Context: an optimization exercise on an open-source flow, tuned for small area. The choices shown serve that exercise and are no tape-out recipe.
Only simulation tests tie the RTL to the original design; equivalence was not proved.
No activity file was given, so power comes from the tool's default toggle rates. The clock port is modelled as an ideal driver; clocking choices that lean on that would not hold on a real chip.

Setup of north:
==> flow/design.v (excerpt) <==
module neuron_network (
    input clk_i,
    input wb_rst_i,
    input wbs_cyc_i,
    input wbs_stb_i,
    input wbs_we_i,
    input [3:0] wbs_sel_i,
    input [31:0] wbs_adr_i,
    input [31:0] wbs_dat_i,
    output reg wbs_ack_o,
    output [31:0] wbs_dat_o
);
Size in the first run: ~5,900 cells after synthesis, roughly 2,200 flip-flops, ~110 I/O pins, roughly 0.10 mm^2 of cells after synthesis.
export LEC_CHECK = 0
export CAP_MARGIN = 20
export CORE_MARGIN = 2
export CORE_UTILIZATION = 40
export SLEW_MARGIN = 20
export SYNTH_HIERARCHICAL = 1
export SYNTH_MINIMUM_KEEP_SIZE = 0
create_clock -name core_clock -period 10.0 [get_ports {clk_i}]
run.sh (not shown) runs the stock make flow with config.mk's settings and CLKGATE_MAP_FILE= SYNTH_SCRIPT=/design/flow/synth_recipe.tcl, a recipe that flattens the netlist after the stock synthesis.
Relative to north, the following input files were edited for east:
# north
export LEC_CHECK = 0
export CAP_MARGIN = 20
export CORE_MARGIN = 2
export CORE_UTILIZATION = 40
export SLEW_MARGIN = 20
export SYNTH_HIERARCHICAL = 1
export SYNTH_MINIMUM_KEEP_SIZE = 0
create_clock -name core_clock -period 10.0 [get_ports {clk_i}]
# east
export LEC_CHECK = 0
export CAP_MARGIN = 20
export CORE_MARGIN = 2
export CORE_UTILIZATION = 70
export CTS_CLUSTER_DIAMETER = 100
export CTS_CLUSTER_SIZE = 25
export PLACE_DENSITY = 0.8
export SLEW_MARGIN = 20
export SYNTH_HIERARCHICAL = 1
export SYNTH_MINIMUM_KEEP_SIZE = 0
create_clock -name core_clock -period 10.0 [get_ports {clk_i}]
Findings:
- Diff north -> east: multi-input combinational cell area shows no meaningful change; largest stage delay on the critical path increased by 0.06 ns relative to the old numbers.
- Compared with north, east shows a higher final period demand of the worst path.
- Inserted tap cell count, east and north: higher on north
- east ended up with a higher wire length on met3 than north did.
- east — combinational fraction of design power 1.4 points higher, north as reference
- east vs north: clock network power share down
- From north to east the numbers moved as follows: design area now smaller, number of antenna violations at the first check in global routing now smaller.

---

Setup of job 1177:
Another version of the RTL of neuron_network (not shown whole).
Size in the first run: ~5,700 cells after synthesis, about 2,200 flip-flops, ~100,000 um^2 of cells after synthesis.
==> flow/config.mk <==
export PLATFORM = sky130hd
export DESIGN_NAME = neuron_network
export DESIGN_NICKNAME = neuron_network
export VERILOG_FILES = /design/flow/design.v
export SDC_FILE = /design/flow/constraint.sdc
export NUM_CORES = 4
export LEC_CHECK = 0
export CAP_MARGIN = 20
export CORE_MARGIN = 2
export CORE_UTILIZATION = 70
export CTS_CLUSTER_DIAMETER = 100
export CTS_CLUSTER_SIZE = 25
export PLACE_DENSITY = 0.8
export SLEW_MARGIN = 20
export SYNTH_HIERARCHICAL = 1
export SYNTH_MINIMUM_KEEP_SIZE = 0
==> flow/constraint.sdc <==
create_clock -name core_clock -period 10.0 [get_ports {clk_i}]
set_input_delay 2.0000 -clock core_clock [delete_from_list [all_inputs] [get_ports {clk_i}]]
set_output_delay 2.0000 -clock core_clock [all_outputs]
set_load 0.01 [all_outputs]
standard.sh (not shown) runs the stock make flow with config.mk's settings and CLKGATE_MAP_FILE= SYNTH_SCRIPT=/design/flow/synth_recipe.tcl, a recipe that flattens the netlist after the stock synthesis.
==> flow/flow/run.sh <==
#!/bin/bash
set -euo pipefail
export BUFFER_PORTS_ARGS="-buffer_cell sky130_fd_sc_hd__buf_1"
export CTS_ARGS="-sink_clustering_enable -repair_clock_nets -sink_clustering_size 25 -sink_clustering_max_diameter 100 -dont_use_dummy_load"
bash standard.sh > standard.log 2>&1
The flow did not stop early for job 1177: all stages ran, and the layout cleared the timing, design-rule and antenna checks.
#### Input delta (job 3721 over job 1177)
Settings: changing CTS_CLUSTER_SIZE from 25 to 28.
==> flow/flow/run.sh <==
#!/bin/bash
set -euo pipefail
export BUFFER_PORTS_ARGS="-buffer_cell sky130_fd_sc_hd__buf_1"
export CTS_ARGS="-sink_clustering_enable -repair_clock_nets -sink_clustering_size 28 -sink_clustering_max_diameter 100 -dont_use_dummy_load"
bash standard.sh > standard.log 2>&1
Notes after the runs:
Looking at job 3721 and job 1177, the wire length of the first global-routing pass is a wash. Row detailed-routed wire length on met3: job 3721 lower / job 1177 higher. Compared job 1177 against job 3721; non-clock buffer count in the final layout within noise.
For job 7781, these inputs were changed with respect to job 3721:
Settings: changing CTS_CLUSTER_SIZE from 28 to 25.
==> flow/run.sh (new file) <==
#!/bin/bash
# synth_recipe.tcl (not shown) runs the flow's synth.tcl, then flattens the netlist and writes it again
# the make line also repeats each setting of config.mk as NAME=value (left out here)
make -C /OpenROAD-flow-scripts/flow DESIGN_CONFIG=/design/flow/config.mk WORK_HOME=/design/flow/orfs CLKGATE_MAP_FILE= SYNTH_SCRIPT=/design/flow/synth_recipe.tcl finish
removed: flow/flow/run.sh
removed: flow/standard.sh
Notes after the runs:
Changes observed in job 7781 relative to job 3721: final critical-path setup slack went down 0.19 ns, area of all placed cells without fillers has increased, internal reg-to-reg setup slack went down.
Compared job 7781 vs job 3721, and overall power consumption is up in job 7781.
What job 3424 does differently from job 7781 at the input level:
Settings: CORE_UTILIZATION now 78, was 70; CTS_CLUSTER_SIZE now 28, was 25; PLACE_DENSITY now 0.86, was 0.8.
==> flow/flow/run.sh (new file) <==
#!/bin/bash
set -euo pipefail
export BUFFER_PORTS_ARGS="-buffer_cell sky130_fd_sc_hd__buf_1"
export CTS_ARGS="-sink_clustering_enable -repair_clock_nets -sink_clustering_size 28 -sink_clustering_max_diameter 100 -dont_use_dummy_load"
bash standard.sh > standard.log 2>&1
==> flow/standard.sh (new file) <==
#!/bin/bash
# synth_recipe.tcl (not shown) runs the flow's synth.tcl, then flattens the netlist and writes it again
# the make line also repeats each setting of config.mk as NAME=value (left out here)
make -C /OpenROAD-flow-scripts/flow DESIGN_CONFIG=/design/flow/config.mk WORK_HOME=/design/flow/orfs CLKGATE_MAP_FILE= SYNTH_SCRIPT=/design/flow/synth_recipe.tcl "${@:-finish}"
removed: flow/run.sh
Notes after the runs:
Going from job 7781 to job 3424, the largest vdd supply drop was found to have gone up by about 54%. Job 3424 vs job 7781: total number of vias up in job 3424. Job 3424 ends up with lower net switching power figure than job 7781 does.

==> afterwards: timing with drivers on the ports <==
Ports are ideal in the flow. The routed layouts listed here were re-timed in OpenROAD. Step 1 (the two cells are an assumption about what drives the block):
set clk [get_ports {clk_i}]
set_driving_cell -lib_cell sky130_fd_sc_hd__clkbuf_16 $clk
set_driving_cell -lib_cell sky130_fd_sc_hd__buf_2 [delete_from_list [all_inputs] $clk]
Step 2 adds t to the input delays and takes it off the output delays; t is the mean of the earliest and latest rising clock arrival at the registers after step 1. Input paths then give back, and output paths get back, about the clock's delay inside the block. Slacks: no drivers / after step 1 / after step 2; pairs: no drivers / after step 1.
| run | t, ns | setup slack, ns | worst slew at a driven data input, ns |
|---|---|---|---|
| north | 0.927 | 0.726 / 0.726 / 0.726 | 0.13 |
| east | 0.849 | 0.624 / 0.624 / 0.624 | 0.12 |
| job 1177 | 0.827 | 0.445 / 0.445 / 0.445 | 0.20 |
| job 3721 | 0.819 | 0.442 / 0.442 / 0.442 | 0.20 |
| job 7781 | 0.843 | 0.256 / 0.256 / 0.256 | 0.08 |
| job 3424 | 0.829 | 0.243 / 0.243 / 0.243 | 0.17 |
After both steps every run listed still meets setup and hold.
